Source: an optimization exercise on an open RTL-to-GDS flow (aim: small area). Production flows keep margins and buffers that such runs may drop.
The RTL was checked by simulation tests, not by an equivalence proof against the original design.

$ cat flow/design.v
module Top(
	input i_clk,
	input i_rst,
	input i_start,
	input [31:0] i_init,
	output [3:0] o_random_out,
	output o_idle
);
  localparam M = 20;
  logic [31:0] s;
  logic        c;
  logic        raw;
  logic        idle;
  logic [8:0]  r;
  logic [5:0]  q;
  logic [3:0]  show;
  assign o_random_out = show;
  assign o_idle = idle;
  wire [31:0] ns = ~s;
  wire        nc = ~c;
  wire        hi_ones = &s[30:M];
  wire        a = s[31] ^ (c & hi_ones);
  wire        ones = (&s[M-1:1]) & (&s[30:M+1]) & (s[M] ^ c);
  wire        corner = ones & (s[0] | a);
  wire        e1  = a & ~raw;
  wire        ne1 = ~e1;
  wire        t31 = raw ? s[31] : (c & hi_ones);
  wire [31:0] prod;
  wire        prod_c;
  wire ys1 = ~(ns[0] ^ e1);
  wire yc2 = ns[0] | e1;
  wire ys3 = ns[1] ^ e1 ^ yc2;
  wire yc4 = (ns[1] & e1) | (yc2 & (ns[1] ^ e1));
  wire ys5 = ns[2] ^ e1 ^ yc4;
  wire yc6 = (ns[2] & e1) | (yc4 & (ns[2] ^ e1));
  wire ys7 = s[0] ^ ns[3] ^ yc6;
  wire yc8 = (s[0] & ns[3]) | (yc6 & (s[0] ^ ns[3]));
  wire ys9 = s[1] ^ ns[4] ^ yc8;
  wire yc10 = (s[1] & ns[4]) | (yc8 & (s[1] ^ ns[4]));
  wire ys11 = s[2] ^ ns[5] ^ yc10;
  wire yc12 = (s[2] & ns[5]) | (yc10 & (s[2] ^ ns[5]));
  wire ys13 = s[3] ^ ns[6];
  wire yc14 = s[3] & ns[6];
  wire ys15 = s[4] ^ ns[7] ^ yc14;
  wire yc16 = (s[4] & ns[7]) | (yc14 & (s[4] ^ ns[7]));
  wire ys17 = s[5] ^ ns[8] ^ yc16;
  wire yc18 = (s[5] & ns[8]) | (yc16 & (s[5] ^ ns[8]));
  wire ys19 = s[6] ^ ns[9] ^ yc18;
  wire yc20 = (s[6] & ns[9]) | (yc18 & (s[6] ^ ns[9]));
  wire ys21 = s[7] ^ ns[10] ^ yc20;
  wire yc22 = (s[7] & ns[10]) | (yc20 & (s[7] ^ ns[10]));
  wire ys23 = s[8] ^ ns[11] ^ yc22;
  wire yc24 = (s[8] & ns[11]) | (yc22 & (s[8] ^ ns[11]));
  wire ys25 = s[9] ^ ns[12] ^ yc24;
  wire yc26 = (s[9] & ns[12]) | (yc24 & (s[9] ^ ns[12]));
  wire ys27 = s[10] ^ ns[13];
  wire yc28 = s[10] & ns[13];
  wire ys29 = s[11] ^ ns[14] ^ yc28;
  wire yc30 = (s[11] & ns[14]) | (yc28 & (s[11] ^ ns[14]));
  wire ys31 = s[12] ^ ns[15] ^ yc30;
  wire yc32 = (s[12] & ns[15]) | (yc30 & (s[12] ^ ns[15]));
  wire ys33 = s[13] ^ ns[16] ^ yc32;
  wire yc34 = (s[13] & ns[16]) | (yc32 & (s[13] ^ ns[16]));
  wire ys35 = s[14] ^ ns[17] ^ yc34;
  wire yc36 = (s[14] & ns[17]) | (yc34 & (s[14] ^ ns[17]));
  wire ys37 = s[15] ^ ns[18] ^ yc36;
  wire yc38 = (s[15] & ns[18]) | (yc36 & (s[15] ^ ns[18]));
  wire ys39 = s[16] ^ ns[19] ^ yc38;
  wire yc40 = (s[16] & ns[19]) | (yc38 & (s[16] ^ ns[19]));
  wire ys41 = s[17] ^ ns[20] ^ yc40;
  wire yc42 = (s[17] & ns[20]) | (yc40 & (s[17] ^ ns[20]));
  wire ys43 = s[18] ^ ns[21] ^ yc42;
  wire yc44 = (s[18] & ns[21]) | (yc42 & (s[18] ^ ns[21]));
  wire ys45 = s[19] ^ ns[22] ^ yc44;
  wire yc46 = (s[19] & ns[22]) | (yc44 & (s[19] ^ ns[22]));
  wire ys47 = s[20] ^ ns[23] ^ yc46;
  wire yc48 = (s[20] & ns[23]) | (yc46 & (s[20] ^ ns[23]));
  wire ys49 = s[21] ^ ns[24] ^ yc48;
  wire yc50 = (s[21] & ns[24]) | (yc48 & (s[21] ^ ns[24]));
  wire ys51 = s[22] ^ ns[25] ^ yc50;
  wire yc52 = (s[22] & ns[25]) | (yc50 & (s[22] ^ ns[25]));
  wire ys53 = s[23] ^ ns[26] ^ yc52;
  wire yc54 = (s[23] & ns[26]) | (yc52 & (s[23] ^ ns[26]));
  wire ys55 = s[24] ^ ns[27] ^ yc54;
  wire yc56 = (s[24] & ns[27]) | (yc54 & (s[24] ^ ns[27]));
  wire ys57 = s[25] ^ ns[28] ^ yc56;
  wire yc58 = (s[25] & ns[28]) | (yc56 & (s[25] ^ ns[28]));
  wire ys59 = s[26] ^ ns[29] ^ yc58;
  wire yc60 = (s[26] & ns[29]) | (yc58 & (s[26] ^ ns[29]));
  wire ys61 = s[27] ^ ns[30] ^ yc60;
  wire yc62 = (s[27] & ns[30]) | (yc60 & (s[27] ^ ns[30]));
  wire ys63 = ~(s[28] ^ yc62);
  wire y0_ = ys1;
  wire y1_ = ys3;
  wire y2_ = ys5;
  wire y3_ = ys7;
  wire y4_ = ys9;
  wire y5_ = ys11;
  wire y6_ = ys13;
  wire y7_ = ys15;
  wire y8_ = ys17;
  wire y9_ = ys19;
  wire y10_ = ys21;
  wire y11_ = ys23;
  wire y12_ = ys25;
  wire y13_ = ys27;
  wire y14_ = ys29;
  wire y15_ = ys31;
  wire y16_ = ys33;
  wire y17_ = ys35;
  wire y18_ = ys37;
  wire y19_ = ys39;
  wire y20_ = ys41;
  wire y21_ = ys43;
  wire y22_ = ys45;
  wire y23_ = ys47;
  wire y24_ = ys49;
  wire y25_ = ys51;
  wire y26_ = ys53;
  wire y27_ = ys55;
  wire y28_ = ys57;
  wire y29_ = ys59;
  wire y30_ = ys61;
  wire y31_ = ys63;
  wire yk6_ = yc12;
  wire yk13_ = yc26;
  wire ps65 = ns[0] ^ ne1 ^ y5_;
  wire pc66 = (ns[0] & ne1) | (y5_ & (ns[0] ^ ne1));
  wire ps67 = ns[1] ^ y6_ ^ y0_;
  wire pc68 = (ns[1] & y6_) | (y0_ & (ns[1] ^ y6_));
  wire ps69 = ps67 ^ yk6_ ^ pc66;
  wire pc70 = (ps67 & yk6_) | (pc66 & (ps67 ^ yk6_));
  wire ps71 = ns[2] ^ y7_ ^ pc68;
  wire pc72 = (ns[2] & y7_) | (pc68 & (ns[2] ^ y7_));
  wire ps73 = y1_ ^ ps71 ^ pc70;
  wire pc74 = (y1_ & ps71) | (pc70 & (y1_ ^ ps71));
  wire ps75 = ns[3] ^ y8_ ^ pc72;
  wire pc76 = (ns[3] & y8_) | (pc72 & (ns[3] ^ y8_));
  wire ps77 = y2_ ^ ps75 ^ pc74;
  wire pc78 = (y2_ & ps75) | (pc74 & (y2_ ^ ps75));
  wire ps79 = ns[4] ^ y9_ ^ pc76;
  wire pc80 = (ns[4] & y9_) | (pc76 & (ns[4] ^ y9_));
  wire ps81 = y3_ ^ ps79 ^ pc78;
  wire pc82 = (y3_ & ps79) | (pc78 & (y3_ ^ ps79));
  wire ps83 = ns[5] ^ y10_ ^ pc80;
  wire pc84 = (ns[5] & y10_) | (pc80 & (ns[5] ^ y10_));
  wire ps85 = y4_ ^ ps83 ^ pc82;
  wire pc86 = (y4_ & ps83) | (pc82 & (y4_ ^ ps83));
  wire ps87 = ns[6] ^ y11_ ^ pc84;
  wire pc88 = (ns[6] & y11_) | (pc84 & (ns[6] ^ y11_));
  wire ps89 = y5_ ^ ps87 ^ pc86;
  wire pc90 = (y5_ & ps87) | (pc86 & (y5_ ^ ps87));
  wire ps91 = ns[7] ^ y6_ ^ y12_;
  wire pc92 = (ns[7] & y6_) | (y12_ & (ns[7] ^ y6_));
  wire ps93 = ps91 ^ yk6_ ^ pc88;
  wire pc94 = (ps91 & yk6_) | (pc88 & (ps91 ^ yk6_));
  wire ps95 = ns[8] ^ y13_ ^ y7_;
  wire pc96 = (ns[8] & y13_) | (y7_ & (ns[8] ^ y13_));
  wire ps97 = ps95 ^ yk13_ ^ pc92;
  wire pc98 = (ps95 & yk13_) | (pc92 & (ps95 ^ yk13_));
  wire ps99 = s[0] ^ ns[9] ^ y14_;
  wire pc100 = (s[0] & ns[9]) | (y14_ & (s[0] ^ ns[9]));
  wire ps101 = y8_ ^ pc96 ^ ps99;
  wire pc102 = (y8_ & pc96) | (ps99 & (y8_ ^ pc96));
  wire ps103 = e1 ^ ps101 ^ pc98;
  wire pc104 = (e1 & ps101) | (pc98 & (e1 ^ ps101));
  wire ps105 = s[1] ^ ns[10] ^ y15_;
  wire pc106 = (s[1] & ns[10]) | (y15_ & (s[1] ^ ns[10]));
  wire ps107 = pc100 ^ y9_ ^ pc102;
  wire pc108 = (pc100 & y9_) | (pc102 & (pc100 ^ y9_));
  wire ps109 = ps105 ^ ps107 ^ pc104;
  wire pc110 = (ps105 & ps107) | (pc104 & (ps105 ^ ps107));
  wire ps111 = s[2] ^ ns[11] ^ y16_;
  wire pc112 = (s[2] & ns[11]) | (y16_ & (s[2] ^ ns[11]));
  wire ps113 = pc106 ^ y10_ ^ pc108;
  wire pc114 = (pc106 & y10_) | (pc108 & (pc106 ^ y10_));
  wire ps115 = ps111 ^ ps113 ^ pc110;
  wire pc116 = (ps111 & ps113) | (pc110 & (ps111 ^ ps113));
  wire ps117 = s[3] ^ ns[12] ^ y17_;
  wire pc118 = (s[3] & ns[12]) | (y17_ & (s[3] ^ ns[12]));
  wire ps119 = pc112 ^ y11_ ^ pc114;
  wire pc120 = (pc112 & y11_) | (pc114 & (pc112 ^ y11_));
  wire ps121 = ps117 ^ ps119 ^ pc116;
  wire pc122 = (ps117 & ps119) | (pc116 & (ps117 ^ ps119));
  wire ps123 = s[4] ^ ns[13] ^ y18_;
  wire pc124 = (s[4] & ns[13]) | (y18_ & (s[4] ^ ns[13]));
  wire ps125 = pc118 ^ y12_ ^ pc120;
  wire pc126 = (pc118 & y12_) | (pc120 & (pc118 ^ y12_));
  wire ps127 = ps123 ^ ps125 ^ pc122;
  wire pc128 = (ps123 & ps125) | (pc122 & (ps123 ^ ps125));
  wire ps129 = s[5] ^ ns[14] ^ y13_;
  wire pc130 = (s[5] & ns[14]) | (y13_ & (s[5] ^ ns[14]));
  wire ps131 = ps129 ^ yk13_ ^ y19_;
  wire pc132 = (ps129 & yk13_) | (y19_ & (ps129 ^ yk13_));
  wire ps133 = pc124 ^ pc126 ^ ps131;
  wire pc134 = (pc124 & pc126) | (ps131 & (pc124 ^ pc126));
  wire ps135 = s[6] ^ c ^ ns[15];
  wire pc136 = (s[6] & c) | (ns[15] & (s[6] ^ c));
  wire ps137 = ps135 ^ y14_ ^ pc130;
  wire pc138 = (ps135 & y14_) | (pc130 & (ps135 ^ y14_));
  wire ps139 = ps137 ^ y20_ ^ pc132;
  wire pc140 = (ps137 & y20_) | (pc132 & (ps137 ^ y20_));
  wire ps141 = s[7] ^ c ^ ns[16];
  wire pc142 = (s[7] & c) | (ns[16] & (s[7] ^ c));
  wire ps143 = pc136 ^ ps141 ^ y15_;
  wire pc144 = (pc136 & ps141) | (y15_ & (pc136 ^ ps141));
  wire ps145 = pc138 ^ ps143 ^ y21_;
  wire pc146 = (pc138 & ps143) | (y21_ & (pc138 ^ ps143));
  wire ps147 = s[8] ^ c ^ ns[17];
  wire pc148 = (s[8] & c) | (ns[17] & (s[8] ^ c));
  wire ps149 = pc142 ^ ps147 ^ y16_;
  wire pc150 = (pc142 & ps147) | (y16_ & (pc142 ^ ps147));
  wire ps151 = pc144 ^ ps149 ^ y22_;
  wire pc152 = (pc144 & ps149) | (y22_ & (pc144 ^ ps149));
  wire ps153 = s[9] ^ ns[18] ^ pc148;
  wire pc154 = (s[9] & ns[18]) | (pc148 & (s[9] ^ ns[18]));
  wire ps155 = ps153 ^ y17_ ^ pc150;
  wire pc156 = (ps153 & y17_) | (pc150 & (ps153 ^ y17_));
  wire ps157 = ps155 ^ y23_ ^ pc152;
  wire pc158 = (ps155 & y23_) | (pc152 & (ps155 ^ y23_));
  wire ps159 = s[10] ^ ns[19] ^ pc154;
  wire pc160 = (s[10] & ns[19]) | (pc154 & (s[10] ^ ns[19]));
  wire ps161 = ps159 ^ y18_ ^ pc156;
  wire pc162 = (ps159 & y18_) | (pc156 & (ps159 ^ y18_));
  wire ps163 = ps161 ^ y24_ ^ pc158;
  wire pc164 = (ps161 & y24_) | (pc158 & (ps161 ^ y24_));
  wire ps165 = s[11] ^ c ^ ns[20];
  wire pc166 = (s[11] & c) | (ns[20] & (s[11] ^ c));
  wire ps167 = ps165 ^ pc160 ^ y19_;
  wire pc168 = (ps165 & pc160) | (y19_ & (ps165 ^ pc160));
  wire ps169 = pc162 ^ ps167 ^ y25_;
  wire pc170 = (pc162 & ps167) | (y25_ & (pc162 ^ ps167));
  wire ps171 = s[12] ^ ns[21] ^ pc166;
  wire pc172 = (s[12] & ns[21]) | (pc166 & (s[12] ^ ns[21]));
  wire ps173 = ps171 ^ y20_ ^ pc168;
  wire pc174 = (ps171 & y20_) | (pc168 & (ps171 ^ y20_));
  wire ps175 = ps173 ^ y26_ ^ pc170;
  wire pc176 = (ps173 & y26_) | (pc170 & (ps173 ^ y26_));
  wire ps177 = s[13] ^ c ^ ns[22];
  wire pc178 = (s[13] & c) | (ns[22] & (s[13] ^ c));
  wire ps179 = ps177 ^ pc172 ^ y21_;
  wire pc180 = (ps177 & pc172) | (y21_ & (ps177 ^ pc172));
  wire ps181 = pc174 ^ ps179 ^ y27_;
  wire pc182 = (pc174 & ps179) | (y27_ & (pc174 ^ ps179));
  wire ps183 = s[14] ^ c ^ ns[23];
  wire pc184 = (s[14] & c) | (ns[23] & (s[14] ^ c));
  wire ps185 = pc178 ^ ps183 ^ y22_;
  wire pc186 = (pc178 & ps183) | (y22_ & (pc178 ^ ps183));
  wire ps187 = pc180 ^ ps185 ^ y28_;
  wire pc188 = (pc180 & ps185) | (y28_ & (pc180 ^ ps185));
  wire ps189 = s[15] ^ ns[24] ^ pc184;
  wire pc190 = (s[15] & ns[24]) | (pc184 & (s[15] ^ ns[24]));
  wire ps191 = ps189 ^ y23_ ^ pc186;
  wire pc192 = (ps189 & y23_) | (pc186 & (ps189 ^ y23_));
  wire ps193 = ps191 ^ y29_ ^ pc188;
  wire pc194 = (ps191 & y29_) | (pc188 & (ps191 ^ y29_));
  wire ps195 = s[16] ^ ns[25] ^ pc190;
  wire pc196 = (s[16] & ns[25]) | (pc190 & (s[16] ^ ns[25]));
  wire ps197 = ps195 ^ y24_ ^ pc192;
  wire pc198 = (ps195 & y24_) | (pc192 & (ps195 ^ y24_));
  wire ps199 = ps197 ^ y30_ ^ pc194;
  wire pc200 = (ps197 & y30_) | (pc194 & (ps197 ^ y30_));
  wire ps201 = s[17] ^ ns[26] ^ pc196;
  wire ps203 = t31 ^ ps201 ^ y25_;
  wire ps205 = pc198 ^ ps203 ^ y31_;
  wire ps207 = ps93 ^ pc90;
  wire pc208 = ps93 & pc90;
  wire ps209 = ps97 ^ pc94 ^ pc208;
  wire pc210 = (ps97 & pc94) | (pc208 & (ps97 ^ pc94));
  wire ps211 = ps103 ^ pc210;
  wire pc212 = ps103 & pc210;
  wire ps213 = ps109 ^ pc212;
  wire pc214 = ps109 & pc212;
  wire ps215 = ps115 ^ pc214;
  wire pc216 = ps115 & pc214;
  wire ps217 = ps121 ^ pc216;
  wire pc218 = ps121 & pc216;
  wire ps219 = ps127 ^ pc218;
  wire pc220 = ps127 & pc218;
  wire ps221 = ps133 ^ pc128 ^ pc220;
  wire pc222 = (ps133 & pc128) | (pc220 & (ps133 ^ pc128));
  wire ps223 = pc134 ^ ps139;
  wire pc224 = pc134 & ps139;
  wire ps225 = pc140 ^ pc224 ^ ps145;
  wire pc226 = (pc140 & pc224) | (ps145 & (pc140 ^ pc224));
  wire ps227 = pc146 ^ ps151 ^ pc226;
  wire pc228 = (pc146 & ps151) | (pc226 & (pc146 ^ ps151));
  wire ps229 = ps157 ^ pc228;
  wire pc230 = ps157 & pc228;
  wire ps231 = pc230 ^ ps163;
  wire pc232 = pc230 & ps163;
  wire ps233 = pc164 ^ pc232 ^ ps169;
  wire pc234 = (pc164 & pc232) | (ps169 & (pc164 ^ pc232));
  wire ps235 = ps175 ^ pc234;
  wire pc236 = ps175 & pc234;
  wire ps237 = pc176 ^ pc236 ^ ps181;
  wire pc238 = (pc176 & pc236) | (ps181 & (pc176 ^ pc236));
  wire ps239 = pc182 ^ ps187 ^ pc238;
  wire pc240 = (pc182 & ps187) | (pc238 & (pc182 ^ ps187));
  wire ps241 = ps193 ^ pc240;
  wire pc242 = ps193 & pc240;
  wire ps243 = pc242 ^ ps199;
  wire pc244 = pc242 & ps199;
  wire ps245 = pc200 ^ ps205 ^ pc244;
  assign prod = {ps245, ps243, ps241, ps239, ps237, ps235, ps233, ps231, ps229, ps227, ps225, ps223, ps221, ps219, ps217, ps215, ps213, ps211, ps209, ps207, ps89, ps85, ps81, ps77, ps73, ps69, ps65, y4_, y3_, y2_, y1_, y0_};
  assign prod_c = pc222;
  wire        ovr = corner & ~raw;
  wire [31:0] s_next = ovr ? ((a & s[0]) ? 32'd16807 : 32'd0) : prod;
  wire        c_next = prod_c & ~ovr;
  localparam [23:0] HM = {24{1'b1}} << M;
  localparam [23:0] MK = ~(24'd1 << M);
  wire        inc24 = c & (&(s[23:0] | ~HM));
  wire        low_ones = (&(s[23:0] | ~MK)) & (s[M] ^ c);
  wire        cy24 = inc24 | (a & low_ones);
  wire [3:0]  num = corner ? 4'd0 : (s[27:24] + {3'd0, cy24});
  wire r0 = (r == 9'd0);
  wire rlast = (r == 9'd33);
  wire [8:0] r_step = {r[7:0], ~(r[8] ^ r[4])};
  logic hq;
  always_comb begin
    hq = 1'b0;
    if (q >= 6'd1 && q <= 6'd20) hq = 1'b1;
    if (q >= 6'd22 && q <= 6'd40 && !q[0]) hq = 1'b1;
    if (q == 6'd45 || q == 6'd50 || q == 6'd55 || q == 6'd60) hq = 1'b1;
  end
  wire endpt = r0 & (q == 6'd20 || q == 6'd40 || q == 6'd60);
  wire fin   = r0 & (q == 6'd60);
  wire sample = ~idle & r0 & hq;
  wire clr = idle | (i_start & ~endpt);
  always_ff @(posedge i_clk) begin
    if (~i_rst) begin
      s <= i_init;
      c <= 1'b0;
      raw <= 1'b1;
      idle <= 1'b1;
      show <= 4'd0;
    end else begin
      s <= s_next;
      c <= c_next;
      raw <= 1'b0;
      idle <= idle ? ~i_start : fin;
      if (sample) show <= num;
    end
  end
  always_ff @(posedge i_clk) begin
    if (clr) begin
      r <= 9'd0;
      q <= 6'd0;
    end else if (rlast) begin
      r <= 9'd0;
      q <= q + 6'd1;
    end else begin
      r <= r_step;
    end
  end
endmodule
$ cat flow/flow/run.sh
#!/bin/bash
# Layout flow: the standard synthesis, then a netlist pass (flow/fixinv.py)
# that sets cells to their smallest drive strength and removes inverters
# around full adders (function unchanged, registers untouched), then the
# standard ORFS flow with minimum-size port buffers and power recovery
# (downsizing of non-critical cells) after global routing.
set -euo pipefail
R=orfs/results/${FLOW_PLATFORM}/Top/base
LIB=${FLOW_HOME}/platforms/${FLOW_PLATFORM}/lib/sky130_fd_sc_hd__tt_025C_1v80.lib
bash standard.sh synth > synth_make.log 2>&1
python3 flow/fixinv.py "$R/1_2_yosys.v" "$R/1_2_yosys.fixinv.v" --downsize "$LIB" > fixinv.log 2>&1
cp "$R/1_2_yosys.v" "$R/1_2_yosys.orig.v"
cp "$R/1_2_yosys.fixinv.v" "$R/1_2_yosys.v"
rm -f "$R/1_synth.odb" "$R/1_synth.sdc"
export BUFFER_PORTS_ARGS="-buffer_cell sky130_fd_sc_hd__buf_1"
export RECOVER_POWER=100
bash standard.sh finish > layout_make.log 2>&1
$ cat flow/flow/fixinv.py
#!/usr/bin/env python3
"""Removes inverters around full adders in a Yosys netlist.

A full adder is self-dual: FA(~a, ~b, ~c) = (~sum, ~cout). Yosys's extract_fa
often builds adders whose inputs and outputs pass through inverters. This
script treats every inverter as a literal (net, phase), chooses for every
full adder whether to flip it (feed it complemented inputs, which
complements both outputs), and then re-inserts one inverter per net whose
complement is still needed. The netlist's function is unchanged; registers
and all other cells are kept as they are.

With --downsize LIB, every cell is first set to the smallest drive strength
of its family in the liberty file (the layout's repair steps size cells up
where timing or slew needs it).

usage: fixinv.py in.v out.v [--downsize LIB]
"""
import re, sys, random

OUTPINS = {"X", "Y", "Q", "Q_N", "SUM", "COUT", "HI", "LO"}
src = open(sys.argv[1]).read()
if "--downsize" in sys.argv:
    lib = open(sys.argv[sys.argv.index("--downsize") + 1]).read()
    area = {m.group(1): float(m.group(2)) for m in re.finditer(
        r'cell\s*\(\s*"?(sky130_fd_sc_hd__\w+)"?\s*\)\s*\{.*?area\s*:\s*([\d.]+)', lib, re.S)}
    fam = {}
    for c, a in area.items():
        mm = re.match(r"(.*)_(\d+)$", c)
        if mm: fam.setdefault(mm.group(1), []).append((a, 0 if mm.group(2) == "1" else 1, c))
    def small(c):
        mm = re.match(r"(.*)_(\d+)$", c)
        if not mm or mm.group(1) not in fam: return c
        return min(fam[mm.group(1)])[2]
    nd = [0]
    def rep(m):
        c = small(m.group(1))
        if c != m.group(1): nd[0] += 1
        return m.group(0).replace(m.group(1), c, 1)
    src = re.sub(r"^\s*(sky130_fd_sc_hd__\w+)\s", rep, src, flags=re.M)
    sys.stderr.write(f"fixinv: downsized {nd[0]} cells\n")
inst_re = re.compile(r"^(\s*)(sky130_fd_sc_hd__\w+)\s+(\S+)\s*\((.*?)\);\n", re.S | re.M)
pin_re = re.compile(r"\.(\w+)\(\s*(.*?)\s*\)(?=\s*[,)]|\s*$)", re.S)

insts = []
for m in inst_re.finditer(src):
    body = m.group(4)
    pins = [(p, n.strip()) for p, n in re.findall(r"\.(\w+)\(([^()]*)\)", body)]
    insts.append({"span": m.span(), "type": m.group(2), "name": m.group(3), "pins": pins})

def is_inv(t): return re.match(r"sky130_fd_sc_hd__(inv|clkinv)_\d+$", t) is not None
def is_fa(t): return re.match(r"sky130_fd_sc_hd__fa_\d+$", t) is not None

# literal of a net: follow inverter chains to a non-inverter driver
inv_of = {}            # inverter output net -> input net
for it in insts:
    if is_inv(it["type"]):
        d = dict(it["pins"]); inv_of[d["Y"]] = d["A"]
def lit(n):
    ph = 0
    seen = 0
    while n in inv_of:
        n = inv_of[n]; ph ^= 1; seen += 1
        if seen > 1000: raise SystemExit("inverter loop")
    return (n, ph)

fas = [it for it in insts if is_fa(it["type"])]
others = [it for it in insts if not is_inv(it["type"])]
fa_out = {}            # base net -> fa index (nets driven by FA outputs)
for i, it in enumerate(fas):
    for p, n in it["pins"]:
        if p in OUTPINS: fa_out[n] = i

# consumers: list of (inst, pin, literal); FA inputs depend on flip
# ports: output port nets must be driven with their literal
port_outs = []
hdr = src[:src.index(");") + 2]
m = re.search(r"module\s+\w+\s*\((.*?)\);", src, re.S)
outs_decl = re.findall(r"^\s*output\s+(\[\d+:\d+\])?\s*(\w+);", src, re.M)
out_nets = set()
for rng, name in outs_decl:
    if rng:
        a, b = map(int, rng[1:-1].split(":"))
        for k in range(min(a, b), max(a, b) + 1): out_nets.add(f"{name}[{k}]")
    else:
        out_nets.add(name)
# a net that is an output port and driven by an inverter: keep it as is
cons = []   # (kind, idx, pin, literal)
for i, it in enumerate(insts):
    if is_inv(it["type"]):
        d = dict(it["pins"])
        if d["Y"] in out_nets:
            cons.append(("port", i, "Y", lit(d["Y"])))
        continue
    for p, n in it["pins"]:
        if p in OUTPINS: continue
        cons.append(("fa" if is_fa(it["type"]) else "cell", i, p, lit(n)))

fa_index = {id(it): k for k, it in enumerate(fas)}
def phys_phase(base, flip):
    k = fa_out.get(base)
    return flip[k] if k is not None else 0

def needed(flip):
    need = set()
    for kind, i, p, (base, ph) in cons:
        req = ph
        if kind == "fa":
            req ^= flip[fa_index[id(insts[i])]]
        if req != phys_phase(base, flip):
            need.add(base)
    return need

def descend(flip):
    best = len(needed(flip))
    improved = True
    while improved:
        improved = False
        for k in range(len(fas)):
            flip[k] ^= 1
            c = len(needed(flip))
            if c < best:
                best = c; improved = True
            else:
                flip[k] ^= 1
        if not improved:
            for k in range(len(fas)):
                for l in range(k + 1, len(fas)):
                    flip[k] ^= 1; flip[l] ^= 1
                    c = len(needed(flip))
                    if c < best:
                        best = c; improved = True
                        break
                    flip[k] ^= 1; flip[l] ^= 1
                if improved: break
    return best

random.seed(1)
flip = [0] * len(fas)
start = len(needed(flip))
best = descend(flip)
bestflip = list(flip)
for it in range(40):
    f2 = list(bestflip)
    for k in random.sample(range(len(fas)), max(1, len(fas) // 8)):
        f2[k] ^= 1
    c = descend(f2)
    if c < best:
        best, bestflip = c, f2
flip = bestflip
need = needed(flip)
def esc(n): return n + " " if n.startswith("\\") else n
invnet = {}
newwires = []
newinsts = []
for k, base in enumerate(sorted(need)):
    nn = f"fixinv_n{k}"
    invnet[base] = nn
    newwires.append(f"  wire {nn};\n")
    newinsts.append(f"  sky130_fd_sc_hd__inv_1 fixinv_i{k} (\n    .A({esc(base)}),\n    .Y({nn})\n  );\n")

def net_for(base, req, flip):
    if req == phys_phase(base, flip): return base
    return invnet[base]

# rewrite instances
out = []
pos = 0
ci = 0
cons_by = {}
for kind, i, p, l in cons:
    cons_by[(i, p)] = (kind, l)
for i, it in enumerate(insts):
    a, b = it["span"]
    out.append(src[pos:a]); pos = b
    if is_inv(it["type"]):
        d = dict(it["pins"])
        if d["Y"] in out_nets:
            base, ph = lit(d["Y"])
            n = net_for(base, ph, flip)
            # drive the port with a buffer-free inverter pair is avoided: use inverter of the literal's complement
            if n == base:
                # need: port = literal(base, ph) and base carries ph physically -> port must equal base
                out.append(f"  sky130_fd_sc_hd__buf_1 {it['name']} (\n    .A({esc(base)}),\n    .X({esc(d['Y'])})\n  );\n")
            else:
                out.append(f"  sky130_fd_sc_hd__inv_1 {it['name']} (\n    .A({esc(base)}),\n    .Y({esc(d['Y'])})\n  );\n")
        continue
    pins = []
    fl = flip[fa_index[id(it)]] if is_fa(it["type"]) else 0
    for p, n in it["pins"]:
        if p in OUTPINS:
            pins.append((p, n)); continue
        kind, (base, ph) = cons_by[(i, p)]
        pins.append((p, net_for(base, ph ^ fl, flip)))
    body = ",\n".join(f"    .{p}({esc(n)})" for p, n in pins)
    out.append(f"  {it['type']} {it['name']} (\n{body}\n  );\n")
out.append(src[pos:])
res = "".join(out)
# declare new wires after the last wire declaration, new cells before endmodule
idx = res.rfind("endmodule")
res = res[:idx] + "".join(newinsts) + res[idx:]
m = list(re.finditer(r"^\s*wire .*;\n", res, re.M))[-1]
res = res[:m.end()] + "".join(newwires) + res[m.end():]
open(sys.argv[2], "w").write(res)
ninv0 = sum(1 for it in insts if is_inv(it["type"]))
sys.stderr.write(f"fixinv: {len(fas)} full adders, {sum(flip)} flipped; inverters {ninv0} -> {len(need)}\n")
$ cat flow/standard.sh
#!/bin/bash
# synth_recipe.tcl (not shown) runs the flow's synth.tcl, then flattens the netlist and writes it again
# the make line also repeats each setting of config.mk as NAME=value (left out here)
make -C /OpenROAD-flow-scripts/flow DESIGN_CONFIG=/design/flow/config.mk WORK_HOME=/design/flow/orfs CLKGATE_MAP_FILE= SYNTH_SCRIPT=/design/flow/synth_recipe.tcl "${@:-finish}"
$ cat flow/config.mk
export PLATFORM = sky130hd
export DESIGN_NAME = Top
export DESIGN_NICKNAME = Top
export VERILOG_FILES = /design/flow/design.v
export SDC_FILE = /design/flow/constraint.sdc
export NUM_CORES = 4
export LEC_CHECK = 0
export CAP_MARGIN = 20
export CORE_MARGIN = 2
export CORE_UTILIZATION = 40
export CTS_BUF_LIST = sky130_fd_sc_hd__clkbuf_8
export GPL_TIMING_DRIVEN = 0
export SLEW_MARGIN = 20
$ cat flow/constraint.sdc
create_clock -name core_clock -period 12.0 [get_ports {i_clk}]
set_input_delay 2.4000 -clock core_clock [delete_from_list [all_inputs] [get_ports {i_clk}]]
set_output_delay 2.4000 -clock core_clock [all_outputs]
set_load 0.01 [all_outputs]
==> metrics.md, run 1 <==
| Metric | Value |
|---|---|
| Status | failed layout checks |
| Failed Checks | max-capacitance violations, max-slew violations |
| Final antenna-violating net count | 0 |
| Crit-path max FO | 4 |
| Syn avg cell area | about 12 sq um |
| CP Capture Type | register |
| Inserted Clock Buffers | 5 |
| Final Hold Fails | 0 |
| Io pins | 40 |
| CTS tree | built |
| Layout cells sized above 1 | 0.0188 |
| Period utilization | 0.789 |
| R2R Path Start | s[13] |
| Worst-path clk slew | between 0.1 and 0.15 ns |
| Yosys warns | 1 |
| Post-Syn Area | between 4000 and 5000 sq um |
| Clock Tree Root | clkbuf_8 |
| Critical path's most frequent cell | fa_1 |
| GRT Residual Overflow | 0 |
| Max Buffers Root-to-Sink | 2 |
| DR top layer | met4 |
| Setup Viol. Count Final | 0 |
| Startpoint Class | register |
| WL/cell | between 15 and 20 microns |
| R2R cell count | 27 |
| Slew headroom | -0.0154 |
| H-tree depth | 2 |
| Max-cap viol count | 1 |
| Slowest cell on crit path | dfxtp_1 |
| Fin nets | approximately 600 |
| Met3 wire length | 436 microns |
| Worst Setup Slack, final | between 2 and 3 ns |
| Fin crit period | 9.47 ns |
| Hold Path End | r[8] |
| # DRC | 0 |
| Largest net degree at the start of global routing | 19 |
| Total nets after synthesis | about 540 |
| IO buf count | 39 |
| First-pass GRT wire length | ~18,000 microns |
| Core region area | about 11,000 sq um |
| RR Endpoint | s[31] |
| WL met1 | 4950 microns |
| Setup Crit Path Kind | register to register |
| Place WS | 2.59 ns |
| CP peak stage delay | 0.53 ns |
| Die Ht | ~110 microns |
| # clock sinks | 54 |
| Starting Density | 0.407 |
| Die Width | 112 microns |
| Die ar. | approximately 12,000 sq um |
| Cts hold-fix bufs | 0 |
| Vias in the first global route | ~3,300 |
| Via/cell ratio | between 5 and 6 |
| Number of iterations in the first detailed-routing pass | 4 |
| Routed wl met2 | between 5000 and 6000 microns |
| Worst endpoint required time | approximately 12 ns |
| All-Layer GR Usage | 0.188 |
| RSZ-0062 raised after global routing | no |
| Worst-margin pin slew | 1.51 ns |
| Pins Over Slew Limit | 8 |
| Post-DP HPWL | approximately 9000 microns |
| Initial DRC count | approximately 180 |
| Hold Path Depth | 1 |
| # diodes | 0 |
| Post-CTS setup buffers | 0 |
| Syn-to-layout area delta | 9.55% |
| Fmax | about 110 MHz |
| Reg2reg setup slack | 2.53 ns |
| Worst Path Arrival | roughly 9.7 ns |
| Post-CTS sizing | 0 |
| Worst Skew | approximately 0.011 ns |
| Worst-Skew Late Latency | approximately 0.33 ns |
| Most common cell after layout, fill and taps aside | fa_1 |
| TNS Setup | 0 ns |
| Initial antenna violation count | 0 |
| GP Congestion | 0.902 |
| Routed WL | roughly 11,000 microns |
| Commonest cells after routing, fill and taps aside | fa_1 (103), dfxtp_1 (54), inv_1 (48), buf_1 (43) |
| Standard-cell rows | 39 |
| Via count | just under 3,000 |
| Hold path start | r[7] |
| Worst Hold Class | register to register |
| Cells after synthesis | between 300 and 400 |
-- flip-flops by register name, indices dropped and copies added, names as in the netlist --
register	count
show	4
idle	1
r	9
c	1
s	32
raw	1
q	6
-- layer usage --
layer / GRT usage / vias to the layer above
met1: 0.268 / 1534
met2: 0.304 / 69
met4: 0.0453 / 0
met5: 0 / -
met3: 0.0294 / 12
li1: - / 1349
-- how the worst max path moves through the flow --
stage	endpoint	from	slack, ns
3_3_place_gp	s[31]	s[13]	2.70
2_1_floorplan	s[31]	s[13]	3.16
4_1_cts	s[31]	s[13]	2.53
6_report	s[31]	s[13]	2.53
3_5_place_dp	s[31]	s[13]	2.59
5_1_grt	s[19]	s[26]	2.23
-- stage by stage --
| stage | hold slack [ns] | utilization | instance area, sq um | std cells |
|---|---|---|---|---|
| 6_report | 0.470 | 0.446 | 5070 | 568 |
| 3_5_place_dp | 0.456 | 0.436 | 4960 | 560 |
| 3_3_place_gp | 0.449 | 0.435 | 4950 | 560 |
| 5_1_grt | 0.488 | 0.446 | 5070 | 568 |
| 4_1_cts | 0.473 | 0.446 | 5070 | 568 |
| 2_1_floorplan | 0.438 | - | 4620 | 378 |
-- worst max-delay path, delay by kind of cell (launching register included) --
family / cells / cell delay [ns]
fa+ha+maj: 20 / 7.76
xor+xnor: 5 / 0.76
flops: 1 / 0.53
compound gates: 1 / 0.21
buf+inv: 1 / 0.13
-- final cells by class --
| cell class | instances | area [sq um] |
|---|---|---|
| inverter | 48 | 180 |
| clock inverter | 3 | 47.5 |
| timing repair buffer | 39 | 146 |
| multi-input combinational | 265 | 3320 |
| sequential | 54 | 1080 |
| buffer | 11 | 41.3 |
| clock buffer | 5 | 68.8 |
| tap | 143 | 179 |
| fill | 1083 | 6300 |
==> inputs of run 2 (changes only) <==
==> flow/flow/run.sh (replaced) <==
#!/bin/bash
# Layout flow: the standard synthesis, then a netlist pass (flow/fixinv.py)
# that sets cells to their smallest drive strength and removes inverters
# around full adders (function unchanged, registers untouched), then the
# standard ORFS flow with minimum-size port buffers.
set -euo pipefail
R=orfs/results/${FLOW_PLATFORM}/Top/base
LIB=${FLOW_HOME}/platforms/${FLOW_PLATFORM}/lib/sky130_fd_sc_hd__tt_025C_1v80.lib
bash standard.sh synth > synth_make.log 2>&1
python3 flow/fixinv.py "$R/1_2_yosys.v" "$R/1_2_yosys.fixinv.v" --downsize "$LIB" > fixinv.log 2>&1
cp "$R/1_2_yosys.v" "$R/1_2_yosys.orig.v"
cp "$R/1_2_yosys.fixinv.v" "$R/1_2_yosys.v"
rm -f "$R/1_synth.odb" "$R/1_synth.sdc"
export BUFFER_PORTS_ARGS="-buffer_cell sky130_fd_sc_hd__buf_1"
bash standard.sh finish > layout_make.log 2>&1
==> run 2 against run 1 <==
  * Now clean on timing, DRC and antenna
  * Critical endpoint unchanged
  * Largest cell class unchanged
  * First-iteration DRC count unchanged
  * Sequential cell count stayed put
  * Via count is 0.84% lower
==> metrics.md, run 2 <==
| Metric | Value |
|---|---|
| Status | finished clean (was failed layout checks) |
| Yosys warns | 1 (unchanged) |
| Core region area | 11,400 sq um (unchanged) |
| Setup Crit Path Kind | register to register (unchanged) |
| Via/cell ratio | 5.17 (was 5.22) |
| WHS | 0.470 ns (about the same) |
| Die Width | 112 microns (unchanged) |
| Critical path's most frequent cell | fa_1 (unchanged) |
| Top reg by flops | s (unchanged) |
| RSZ-0062 raised after global routing | no (unchanged) |
| Cells after synthesis | 378 (unchanged) |
| Die ar. | 12,400 sq um (unchanged) |
| Die Ht | 112 microns (unchanged) |
| Slew headroom | 0.379 (was -0.0154) |
| Max reg flops | 32 (unchanged) |
| TNS Setup | 0 ns (unchanged) |
| Post-DP HPWL | 8980 microns (unchanged) |
| CP Capture Type | register (unchanged) |
| Final antenna-violating net count | 0 (unchanged) |
| CTS tree | built (unchanged) |
| Initial antenna violation count | 0 (unchanged) |
| All-Layer GR Usage | 0.188 (unchanged) |
| Crit-path max FO | 4 (unchanged) |
| Largest net degree at the start of global routing | 19 (unchanged) |
| # DRC | 0 (unchanged) |
| GRT Residual Overflow | 0 (unchanged) |
| # clock sinks | 54 (unchanged) |
| Startpoint Class | register (unchanged) |
| Pins Over Slew Limit | 0 (was 8) |
| Fin crit period | 9.48 ns (was 9.47 ns) |
| Inserted Clock Buffers | 5 (unchanged) |
| Fmax | 106 MHz (about the same) |
| # diodes | 0 (unchanged) |
| Worst Skew | 0.0110 ns (was 0.0109 ns) |
| Commonest cells after routing, fill and taps aside | fa_1 (103), dfxtp_1 (54), inv_1 (48), buf_1 (43) (unchanged) |
| Non-filler cells, final | 568 (unchanged) |
| Post-CTS sizing | 0 (unchanged) |
| Max-cap viol count | 0 (was 1) |
| GP Congestion | 0.902 (unchanged) |
| Layout cells sized above 1 | 0.0212 (was 0.0188) |
| Worst endpoint required time | 12.23 ns (about the same) |
| Setup Viol. Count Final | 0 (unchanged) |
| Total nets after synthesis | 539 (unchanged) |
| IO buf count | 39 (unchanged) |
| Syn-to-layout area delta | 9.69% (was 9.55%) |
| Worst Hold Class | register to register (unchanged) |
| Worst-margin pin slew | 0.923 ns (was 1.51 ns) |
| Standard-cell rows | 39 (unchanged) |
| Starting Density | 0.407 (unchanged) |
| CP peak stage delay | 0.53 ns (about the same) |
| Syn avg cell area | 12.2 sq um (unchanged) |
| Placed insts | 560 (unchanged) |
| Clock Tree Root | clkbuf_8 (unchanged) |
| Final Hold Fails | 0 (unchanged) |
| Vias in the first global route | 3,338 (unchanged) |
| First-pass GRT wire length | 17,900 microns (unchanged) |
| Final design utilization | 0.446 (about the same) |
| H-tree depth | 2 (unchanged) |
| Worst-Skew Late Latency | 0.33 ns (about the same) |
| Period utilization | 0.790 (was 0.789) |
| Worst Path Arrival | 9.70 ns (about the same) |
| Filler Cell Count | 1,081 (was 1,083) |
| Io pins | 40 (unchanged) |
| Post-Syn Area | 4620 sq um (unchanged) |
| Biggest regs | s: 32 flops, r: 9 flops, q: 6 flops (unchanged) |
| Largest delay share family, worst path | adder cells (unchanged) |
| Max Buffers Root-to-Sink | 2 (unchanged) |
| Worst-path clk slew | 0.11 ns (about the same) |
| CP bufs+invs | 1 (unchanged) |
| WL/cell | 19.0 microns (was 19.1 microns) |
| Slowest cell on crit path | dfxtp_1 (unchanged) |
| Post-CTS setup buffers | 0 (unchanged) |
| Via count | 2,939 (was 2,964) |
| Initial DRC count | 183 (unchanged) |
| Cts hold-fix bufs | 0 (unchanged) |
| Routed WL | 10,800 microns (was 10,900 microns) |
| Number of iterations in the first detailed-routing pass | 4 (unchanged) |
| Most common cell after layout, fill and taps aside | fa_1 (unchanged) |
| Fin nets | 585 (unchanged) |
[run 2: stage by stage]
stage	instance area (sq um)	worst slack, ns
2_1_floorplan	4620	3.16
3_3_place_gp	4950	2.70
3_5_place_dp	4960	2.59
4_1_cts	5070	2.53
5_1_grt	5070	2.23
6_report	5070	2.52
[run 2: final timing paths]
path | from | end | slack (ns) | cells past startpoint
min reg2reg | r[7] | r[8] | 0.47 | 1
max | s[13] | s[31] | 2.52 | 27
max reg2reg | s[13] | s[31] | 2.52 | 27
min | r[7] | r[8] | 0.47 | 1
[run 2: area by class of cell]
cell class / count / area [sq um] / area share
repair buffers: 39 / 146 / 0.0289
inverters: 48 / 180 / 0.0355
flip-flops and latches: 54 / 1080 / 0.213
multi-input cells: 265 / 3330 / 0.656
clock buffers: 5 / 68.8 / 0.0136
well taps: 143 / 179 / 0.0353
plain buffers: 11 / 41.3 / 0.00814
clock inverters: 3 / 47.5 / 0.00937
[run 2: worst reg2reg max path: cells and delay by family, from the launching register on]
kind / cells / cell delay (ns)
AOI/OAI and AO/OA: 1 / 0.21
xor gates and xnor gates: 5 / 0.76
adders and majority gates: 20 / 7.76
buffers and inverters: 1 / 0.13
DFF: 1 / 0.53
[run 2: metal layers]
layer  routed length (microns)  vias up  global-route usage
met5                         0        -                   0
met4                       170        0              0.0453
met3                       441       12              0.0294
met2                      5240       62               0.304
met1                      4950     1516               0.268
li1                          -     1349                   -
==> inputs of run 3 (changes only) <==
--- a/flow/config.mk
+++ b/flow/config.mk
@@ -8,6 +8,6 @@
 export CAP_MARGIN = 20
 export CORE_MARGIN = 2
 export CORE_UTILIZATION = 40
-export CTS_BUF_LIST = sky130_fd_sc_hd__clkbuf_8
+export CTS_BUF_LIST = sky130_fd_sc_hd__clkbuf_4 sky130_fd_sc_hd__clkbuf_8
 export GPL_TIMING_DRIVEN = 0
 export SLEW_MARGIN = 20
==> run 3 against run 2 <==
  * Synthesized area unchanged
  * Core utilization unchanged
  * Routed wire length unchanged
  * Final cell count unchanged
  * Largest cell class unchanged
==> metrics.md, run 3 <==
| Metric | Value |
|---|---|
| Status | finished clean (unchanged) |
| Max-cap viol count | 0 (unchanged) |
| TNS Setup | 0 ns (unchanged) |
| Inserted Clock Buffers | 5 (unchanged) |
| Yosys warns | 1 (unchanged) |
| Worst Path Arrival | 9.70 ns (about the same) |
| Initial antenna violation count | 0 (unchanged) |
| GRT Residual Overflow | 0 (unchanged) |
| Pins Over Slew Limit | 0 (unchanged) |
| Starting Density | 0.407 (unchanged) |
| All-Layer GR Usage | 0.188 (unchanged) |
| Via/cell ratio | 5.17 (unchanged) |
| Slew headroom | 0.379 (unchanged) |
| Commonest cells after routing, fill and taps aside | fa_1 (103), dfxtp_1 (54), inv_1 (48), buf_1 (43) (unchanged) |
| Largest net degree at the start of global routing | 19 (unchanged) |
| Post-DP HPWL | 8980 microns (unchanged) |
| Post-CTS setup buffers | 0 (unchanged) |
| Hold Path End | r[8] (unchanged) |
| Non-filler cells, final | 568 (unchanged) |
| Startpoint Class | register (unchanged) |
| Max reg flops | 32 (unchanged) |
| # clock sinks | 54 (unchanged) |
| Biggest regs | s: 32 flops, r: 9 flops, q: 6 flops (unchanged) |
| Fmax | 106 MHz (unchanged) |
| Worst Skew | 0.0110 ns (unchanged) |
| RSZ-0062 raised after global routing | no (unchanged) |
| Slowest cell on crit path | dfxtp_1 (unchanged) |
| Period utilization | 0.790 (unchanged) |
| Io pins | 40 (unchanged) |
| Worst endpoint required time | 12.23 ns (about the same) |
| Filler Cell Count | 1,081 (unchanged) |
| Worst Hold Class | register to register (unchanged) |
| Post-Syn Area | 4620 sq um (unchanged) |
| Setup Crit Path Kind | register to register (unchanged) |
| CP Capture Type | register (unchanged) |
| Syn avg cell area | 12.2 sq um (unchanged) |
| GP Congestion | 0.902 (unchanged) |
| Die Width | 112 microns (unchanged) |
| Most common cell after layout, fill and taps aside | fa_1 (unchanged) |
| Top reg by flops | s (unchanged) |
| Register Area | 1080 sq um (unchanged) |
| Syn-to-layout area delta | 9.69% (unchanged) |
| Final antenna-violating net count | 0 (unchanged) |
| Clock Tree Root | clkbuf_8 (unchanged) |
| Worst-Skew Late Latency | 0.33 ns (about the same) |
| WL/cell | 19.0 microns (unchanged) |
| Max Buffers Root-to-Sink | 2 (unchanged) |
| Critical path's most frequent cell | fa_1 (unchanged) |
| Initial DRC count | 183 (unchanged) |
| R2R Path Start | s[13] (unchanged) |
| Die Ht | 112 microns (unchanged) |
| Die ar. | 12,400 sq um (unchanged) |
| Total nets after synthesis | 539 (unchanged) |
| Cells after synthesis | 378 (unchanged) |
| CTS tree | built (unchanged) |
| Routed WL | 10,800 microns (unchanged) |
| Fin nets | 585 (unchanged) |
| Core region area | 11,400 sq um (unchanged) |
| CP bufs+invs | 1 (unchanged) |
| R2R cell count | 27 (unchanged) |
| Cts hold-fix bufs | 0 (unchanged) |
| Standard-cell rows | 39 (unchanged) |
| Critical path depth | 27 (unchanged) |
| Area occupied by multi-input gates | 3330 sq um (unchanged) |
| Largest delay share family, worst path | adder cells (unchanged) |
| IO buf count | 39 (unchanged) |
| CP peak stage delay | 0.53 ns (about the same) |
| Post-CTS sizing | 0 (unchanged) |
| Critical Path Source | s[13] (unchanged) |
| H-tree depth | 2 (unchanged) |
| Final Hold Fails | 0 (unchanged) |
| Vias in the first global route | 3,338 (unchanged) |
| Fin crit period | 9.48 ns (unchanged) |
| Placed insts | 560 (unchanged) |
| First-pass GRT wire length | 17,900 microns (unchanged) |
| Via count | 2,939 (unchanged) |
| Worst-margin pin slew | 0.923 ns (unchanged) |
| Reg2reg setup slack | 2.52 ns (about the same) |
| Hold Path Depth | 1 (unchanged) |
| # diodes | 0 (unchanged) |
| Hold path start | r[7] (unchanged) |
| Number of iterations in the first detailed-routing pass | 4 (unchanged) |
| Setup Viol. Count Final | 0 (unchanged) |
| RR Endpoint | s[31] (unchanged) |
| Layout cells sized above 1 | 0.0212 (unchanged) |
| Crit-path max FO | 4 (unchanged) |
| # DRC | 0 (unchanged) |
| Worst-path clk slew | 0.11 ns (about the same) |
run 3: final cells by class:
class | count | area share
inverters | 48 | 0.0355
repair buffers | 39 | 0.0289
multi-input cells | 265 | 0.656
clock inverters | 3 | 0.00937
plain buffers | 11 | 0.00814
clock buffers | 5 | 0.0136
well taps | 143 | 0.0353
flip-flops and latches | 54 | 0.213
run 3: per-stage QoR:
step                cell area (sq um)  utilization  worst slack, ns  hold slack [ns]
floorplan                        4620            -             3.16            0.438
global placement                 4950        0.435             2.70            0.449
detailed placement               4960        0.436             2.59            0.456
CTS                              5070        0.446             2.53            0.473
global route                     5070        0.446             2.23            0.488
finish                           5070        0.446             2.52            0.470
run 3: worst max-delay path by stage:
stage,end,slack [ns]
after floorplan,s[31],3.16
after detailed placement,s[31],2.59
after CTS,s[31],2.53
after global routing,s[31],2.23
final,s[31],2.52
after global placement,s[31],2.70
run 3: per-layer routing:
layer / vias to the layer above / share of wire / global-route usage
li1: 1349 / - / -
met1: 1516 / 0.46 / 0.268
met2: 62 / 0.49 / 0.304
met3: 12 / 0.041 / 0.0294
met4: 0 / 0.016 / 0.0453
met5: - / 0 / 0
==> inputs of run 4 (changes only) <==
--- a/flow/flow/run.sh
+++ b/flow/flow/run.sh
@@ -2,7 +2,8 @@
 # Layout flow: the standard synthesis, then a netlist pass (flow/fixinv.py)
 # that sets cells to their smallest drive strength and removes inverters
 # around full adders (function unchanged, registers untouched), then the
-# standard ORFS flow with minimum-size port buffers.
+# standard ORFS flow with minimum-size port buffers and a clock tree
+# without dummy balancing loads.
 set -euo pipefail
 R=orfs/results/${FLOW_PLATFORM}/Top/base
 LIB=${FLOW_HOME}/platforms/${FLOW_PLATFORM}/lib/sky130_fd_sc_hd__tt_025C_1v80.lib
@@ -12,4 +13,5 @@
 cp "$R/1_2_yosys.fixinv.v" "$R/1_2_yosys.v"
 rm -f "$R/1_synth.odb" "$R/1_synth.sdc"
 export BUFFER_PORTS_ARGS="-buffer_cell sky130_fd_sc_hd__buf_1"
+export CTS_ARGS="-repair_clock_nets -dont_use_dummy_load -buf_list sky130_fd_sc_hd__clkbuf_16"
 bash standard.sh finish > layout_make.log 2>&1
--- a/flow/config.mk
+++ b/flow/config.mk
@@ -8,6 +8,5 @@
 export CAP_MARGIN = 20
 export CORE_MARGIN = 2
 export CORE_UTILIZATION = 40
-export CTS_BUF_LIST = sky130_fd_sc_hd__clkbuf_4 sky130_fd_sc_hd__clkbuf_8
 export GPL_TIMING_DRIVEN = 0
 export SLEW_MARGIN = 20
==> run 4 against run 3 <==
  * Design area rose by 0.17%
  * Final cell count is 0.53% lower
  * Via count decreased by 0.14%
  * Critical path type unchanged
  * Clock-buffer cell count stayed put
  * Still clean
  * Synthesized cell count unchanged
==> metrics.md, run 4 <==
| Metric | Value |
|---|---|
| Status | finished clean (unchanged) |
| Starting Density | 0.407 (unchanged) |
| Via/cell ratio | 5.19 (was 5.17) |
| WL/cell | 19.2 microns (was 19.0 microns) |
| Commonest cells after routing, fill and taps aside | fa_1 (103), dfxtp_1 (54), inv_1 (48), buf_1 (43) (unchanged) |
| Routed WL | 10,900 microns (was 10,800 microns) |
| Placed Instance Area | 4960 sq um (unchanged) |
| Cells after synthesis | 378 (unchanged) |
| Register Area | 1080 sq um (unchanged) |
| Standard-cell rows | 39 (unchanged) |
| # diodes | 0 (unchanged) |
| Top reg by flops | s (unchanged) |
| Post-route design area | 5080 sq um (was 5070 sq um) |
| Worst Hold Class | register to register (unchanged) |
| Fin crit period | 9.45 ns (was 9.48 ns) |
| Number of iterations in the first detailed-routing pass | 4 (unchanged) |
| Post-CTS sizing | 0 (unchanged) |
| Period utilization | 0.788 (was 0.790) |
| Die ar. | 12,400 sq um (unchanged) |
| # clock sinks | 54 (unchanged) |
| Inserted Clock Buffers | 5 (unchanged) |
| Setup Crit Path Kind | register to register (unchanged) |
| CTS tree | built (unchanged) |
| DR top layer | met4 (unchanged) |
| Syn-to-layout area delta | 9.88% (was 9.69%) |
| Critical Path End | s[31] (unchanged) |
| Total nets after synthesis | 539 (unchanged) |
| RR Endpoint | s[31] (unchanged) |
| Final antenna-violating net count | 0 (unchanged) |
| GRT Residual Overflow | 0 (unchanged) |
| Max reg flops | 32 (unchanged) |
| Cts hold-fix bufs | 0 (unchanged) |
| Max Buffers Root-to-Sink | 2 (unchanged) |
| Clock Tree Root | clkbuf_16 (was clkbuf_8) |
| Die Ht | 112 microns (unchanged) |
| Core region area | 11,400 sq um (unchanged) |
| R2R cell count | 27 (unchanged) |
| Final Hold Fails | 0 (unchanged) |
| Filler Cell Count | 1,073 (was 1,081) |
| Worst-margin pin slew | 0.910 ns (was 0.923 ns) |
| IO buf count | 39 (unchanged) |
| Via count | 2,935 (was 2,939) |
| Yosys warns | 1 (unchanged) |
| CP Capture Type | register (unchanged) |
| Worst-Skew Late Latency | 0.30 ns (was 0.33 ns) |
| Worst Path Arrival | 9.64 ns (was 9.70 ns) |
| GP Congestion | 0.902 (unchanged) |
| R2R Path Start | s[13] (unchanged) |
| Startpoint Class | register (unchanged) |
| Max-cap viol count | 0 (unchanged) |
| Setup Viol. Count Final | 0 (unchanged) |
| Critical Path Source | s[13] (unchanged) |
| Biggest regs | s: 32 flops, r: 9 flops, q: 6 flops (unchanged) |
| WL met1 | 4930 microns (was 4950 microns) |
| Crit-path max FO | 4 (unchanged) |
| Worst Skew | 0.0180 ns (was 0.0110 ns) |
| Post-Syn Area | 4620 sq um (unchanged) |
| Initial DRC count | 142 (was 183) |
| RSZ-0062 raised after global routing | no (unchanged) |
| Die Width | 112 microns (unchanged) |
| Met3 wire length | 476 microns (was 441 microns) |
| All-Layer GR Usage | 0.190 (was 0.188) |
| Fmax | 106 MHz (about the same) |
| First-pass GRT wire length | 17,900 microns (about the same) |
| Worst endpoint required time | 12.19 ns (was 12.23 ns) |
| Reg2reg setup slack | 2.55 ns (was 2.52 ns) |
| Vias in the first global route | 3,347 (was 3,338) |
| Initial antenna violation count | 0 (unchanged) |
| TNS Setup | 0 ns (unchanged) |
| Syn avg cell area | 12.2 sq um (unchanged) |
| Post-DP HPWL | 8980 microns (unchanged) |
| Slew headroom | 0.388 (was 0.379) |
| Area occupied by multi-input gates | 3330 sq um (unchanged) |
| Io pins | 40 (unchanged) |
| Pins Over Slew Limit | 0 (unchanged) |
| Most common cell after layout, fill and taps aside | fa_1 (unchanged) |
| Routed wl met2 | 5210 microns (was 5240 microns) |
| # DRC | 0 (unchanged) |
| Largest net degree at the start of global routing | 19 (unchanged) |
| Worst-path clk slew | 0.08 ns (was 0.11 ns) |
| H-tree depth | 2 (unchanged) |
| Post-CTS setup buffers | 0 (unchanged) |
| Layout cells sized above 1 | 0.0142 (was 0.0212) |
| Fin nets | 585 (unchanged) |
## run 4: how the worst min path moves through the flow
| stage | start | slack (ns) | cells past startpoint | end |
|---|---|---|---|---|
| final | r[7] | 0.46 | 1 | r[8] |
| after global placement | r[7] | 0.45 | 1 | r[8] |
| after floorplan | r[2] | 0.44 | 1 | r[3] |
| after detailed placement | r[7] | 0.46 | 1 | r[8] |
| after CTS | r[7] | 0.47 | 1 | r[8] |
| after global routing | r[7] | 0.48 | 1 | r[8] |
## run 4: through the flow
stage / std cells / hold slack [ns] / worst slack [ns] / util
6_report: 565 / 0.465 / 2.55 / 0.447
5_1_grt: 565 / 0.482 / 2.23 / 0.447
4_1_cts: 565 / 0.468 / 2.53 / 0.447
3_5_place_dp: 560 / 0.456 / 2.59 / 0.436
3_3_place_gp: 560 / 0.449 / 2.70 / 0.435
2_1_floorplan: 378 / 0.438 / 3.16 / -
## run 4: area by class of cell
type | count | share of cell area
buffer | 11 | 0.00813
clock buffer | 5 | 0.0246
inverter | 48 | 0.0355
multi-input combinational | 265 | 0.655
sequential | 54 | 0.213
tap | 143 | 0.0352
timing repair buffer | 39 | 0.0288
## run 4: routing by layer
layer | global-route usage | up-vias
met5 | 0 | -
met4 | 0.0642 | 0
met3 | 0.0370 | 15
met2 | 0.299 | 77
met1 | 0.266 | 1501
li1 | - | 1342
## run 4: critical path, cell delays in order, from the launching register on
cell,delay (ns)
dfxtp_1,0.51
inv_1,0.13
ha_1,0.21
fa_1,0.38
fa_1,0.39
fa_1,0.39
fa_1,0.40
fa_1,0.40
fa_1,0.42
fa_1,0.40
fa_1,0.39
fa_1,0.40
fa_1,0.40
fa_1,0.41
fa_1,0.41
fa_1,0.40
fa_1,0.39
fa_1,0.39
fa_1,0.39
fa_1,0.52
fa_1,0.43
ha_1,0.22
xnor2_1,0.14
xnor2_1,0.21
xnor2_1,0.16
xnor2_1,0.16
xnor2_1,0.09
a22o_1,0.21
==> inputs of run 5 (changes only) <==
--- a/flow/flow/run.sh
+++ b/flow/flow/run.sh
@@ -13,5 +13,5 @@
 cp "$R/1_2_yosys.fixinv.v" "$R/1_2_yosys.v"
 rm -f "$R/1_synth.odb" "$R/1_synth.sdc"
 export BUFFER_PORTS_ARGS="-buffer_cell sky130_fd_sc_hd__buf_1"
-export CTS_ARGS="-repair_clock_nets -dont_use_dummy_load -buf_list sky130_fd_sc_hd__clkbuf_16"
+export CTS_ARGS="-sink_clustering_enable -repair_clock_nets -dont_use_dummy_load -buf_list sky130_fd_sc_hd__clkbuf_8"
 bash standard.sh finish > layout_make.log 2>&1
==> run 5 against run 4 <==
  * Still clean on timing, DRC and antenna
  * Clock-buffer cell count unchanged
  * Sequential share of layout area grew 0.24 points
  * Die area is the same
  * Final cell count unchanged
==> metrics.md, run 5 <==
| Metric | Value |
|---|---|
| Status | finished clean (unchanged) |
| Worst Path Arrival | 9.67 ns (was 9.64 ns) |
| Setup Crit Path Kind | register to register (unchanged) |
| GRT Residual Overflow | 0 (unchanged) |
| IO buf count | 39 (unchanged) |
| All-Layer GR Usage | 0.188 (was 0.190) |
| Post-CTS setup buffers | 0 (unchanged) |
| R2R Path Start | s[13] (unchanged) |
| Syn avg cell area | 12.2 sq um (unchanged) |
| Worst-path clk slew | 0.11 ns (was 0.08 ns) |
| Slew headroom | 0.391 (was 0.388) |
| Worst-Skew Late Latency | 0.32 ns (was 0.30 ns) |
| Via count | 2,942 (was 2,935) |
| Max reg flops | 32 (unchanged) |
| WHS | 0.469 ns (was 0.465 ns) |
| # DRC | 0 (unchanged) |
| Critical Path Source | s[13] (unchanged) |
| WL/cell | 19.2 microns (about the same) |
| RSZ-0062 raised after global routing | no (unchanged) |
| Post-DP HPWL | 8980 microns (unchanged) |
| Final Hold Fails | 0 (unchanged) |
| Via/cell ratio | 5.21 (was 5.19) |
| Biggest regs | s: 32 flops, r: 9 flops, q: 6 flops (unchanged) |
| Routed WL | 10,800 microns (was 10,900 microns) |
| Startpoint Class | register (unchanged) |
| CP Capture Type | register (unchanged) |
| Die ar. | 12,400 sq um (unchanged) |
| GP Congestion | 0.902 (unchanged) |
| Most common cell after layout, fill and taps aside | fa_1 (unchanged) |
| Post-CTS sizing | 0 (unchanged) |
| Initial DRC count | 152 (was 142) |
| Cells after synthesis | 378 (unchanged) |
| Filler Cell Count | 1,087 (was 1,073) |
| Commonest cells after routing, fill and taps aside | fa_1 (103), dfxtp_1 (54), inv_1 (48), buf_1 (43) (unchanged) |
| Layout cells sized above 1 | 0.0142 (unchanged) |
| CTS tree | built (unchanged) |
| H-tree depth | 2 (unchanged) |
| Post-Syn Area | 4620 sq um (unchanged) |
| Hold path start | r[7] (unchanged) |
| Setup Viol. Count Final | 0 (unchanged) |
| Die Ht | 112 microns (unchanged) |
| Fin crit period | 9.45 ns (about the same) |
| Die Width | 112 microns (unchanged) |
| Fin nets | 585 (unchanged) |
| Period utilization | 0.788 (about the same) |
| Worst Skew | 0.0257 ns (was 0.0180 ns) |
| Worst endpoint required time | 12.22 ns (was 12.19 ns) |
| Core region area | 11,400 sq um (unchanged) |
| Clock Tree Root | clkbuf_8 (was clkbuf_16) |
| Worst-margin pin slew | 0.907 ns (was 0.910 ns) |
| Initial antenna violation count | 0 (unchanged) |
| Fmax | 106 MHz (about the same) |
| Syn-to-layout area delta | 8.66% (was 9.88%) |
| Yosys warns | 1 (unchanged) |
| Number of iterations in the first detailed-routing pass | 4 (unchanged) |
| # diodes | 0 (unchanged) |
| Cts hold-fix bufs | 0 (unchanged) |
| Standard-cell rows | 39 (unchanged) |
| Final antenna-violating net count | 0 (unchanged) |
| TNS Setup | 0 ns (unchanged) |
| Io pins | 40 (unchanged) |
| Pins Over Slew Limit | 0 (unchanged) |
| Crit-path max FO | 4 (unchanged) |
| # clock sinks | 54 (unchanged) |
| Vias in the first global route | 3,329 (was 3,347) |
| Max-cap viol count | 0 (unchanged) |
| Top reg by flops | s (unchanged) |
| Largest net degree at the start of global routing | 19 (unchanged) |
| First-pass GRT wire length | 17,900 microns (about the same) |
| Inserted Clock Buffers | 5 (unchanged) |
| Max Buffers Root-to-Sink | 2 (unchanged) |
| Hold Path Depth | 1 (unchanged) |
| Total nets after synthesis | 539 (unchanged) |
| Starting Density | 0.407 (unchanged) |
| Worst Hold Class | register to register (unchanged) |
| R2R cell count | 27 (unchanged) |
| Final design utilization | 0.442 (was 0.447) |
==> run 5: critical path, stage by stage (launching register included) <==
cell and delay, ns:
dfxtp_1 0.51, inv_1 0.13, ha_1 0.21, fa_1 0.38, fa_1 0.39, fa_1 0.39, fa_1 0.40, fa_1 0.41
fa_1 0.42, fa_1 0.40, fa_1 0.39, fa_1 0.40, fa_1 0.40, fa_1 0.41, fa_1 0.41, fa_1 0.40
fa_1 0.39, fa_1 0.39, fa_1 0.39, fa_1 0.52, fa_1 0.43, ha_1 0.22, xnor2_1 0.14, xnor2_1 0.21
xnor2_1 0.16, xnor2_1 0.16, xnor2_1 0.09, a22o_1 0.21
==> run 5: through the flow <==
step	cell area, sq um	cells	setup WS, ns
CTS	5020	565	2.55
finish	5020	565	2.55
floorplan	4620	378	3.16
global route	5020	565	2.25
global placement	4950	560	2.70
detailed placement	4960	560	2.59
==> run 5: layout make-up <==
class	instances	area [sq um]	share of cell area
buffer	11	41.3	0.00822
clock buffer	5	68.8	0.0137
inverter	48	180	0.0359
multi-input combinational	265	3330	0.662
sequential	54	1080	0.215
tap	143	179	0.0356
timing repair buffer	39	146	0.0291
==> run 5: final timing paths <==
path,to,slack [ns]
setup / recovery,s[31],2.55
hold / removal,r[8],0.47
setup reg to reg,s[31],2.55
hold reg to reg,r[8],0.47
==> run 5: metal layers <==
metal,vias to the layer above,GRT usage,share of wire
met1,1526,0.268,0.46
met3,14,0.0327,0.038
met2,60,0.302,0.48
met4,0,0.0461,0.017
met5,-,0,0
li1,1342,-,-

[port drivers added, routing unchanged]
The flow's constraints put no driver on any port. The routed layouts listed below were extracted and timed again, unchanged, in two steps. Step 1: set_driving_cell puts a clkbuf_16 on i_clk and a buf_2 on each other input, an assumption about the parent block. Step 2 adds t to the input delays and takes it off the output delays; t is the mean of the earliest and latest rising clock arrival at the registers after step 1. Input paths then give back, and output paths get back, about the clock's delay inside the block. a / b / c = no drivers / after step 1 / after step 2; a / b = the first two.
run | t, ns | setup WS [ns] | worst setup path after step 2 | clock arrival spread, ns | worst slew at a driven data input, ns
run 1 | 0.352 | 2.529 / 2.529 / 2.529 | register to register | 0.011 / 0.011 | 0.03
run 2 | 0.352 | 2.525 / 2.525 / 2.525 | register to register | 0.011 / 0.011 | 0.03
run 3 | 0.352 | 2.525 / 2.525 / 2.525 | register to register | 0.011 / 0.011 | 0.03
run 4 | 0.331 | 2.546 / 2.546 / 2.546 | register to register | 0.018 / 0.018 | 0.03
run 5 | 0.340 | 2.547 / 2.547 / 2.547 | register to register | 0.026 / 0.026 | 0.04
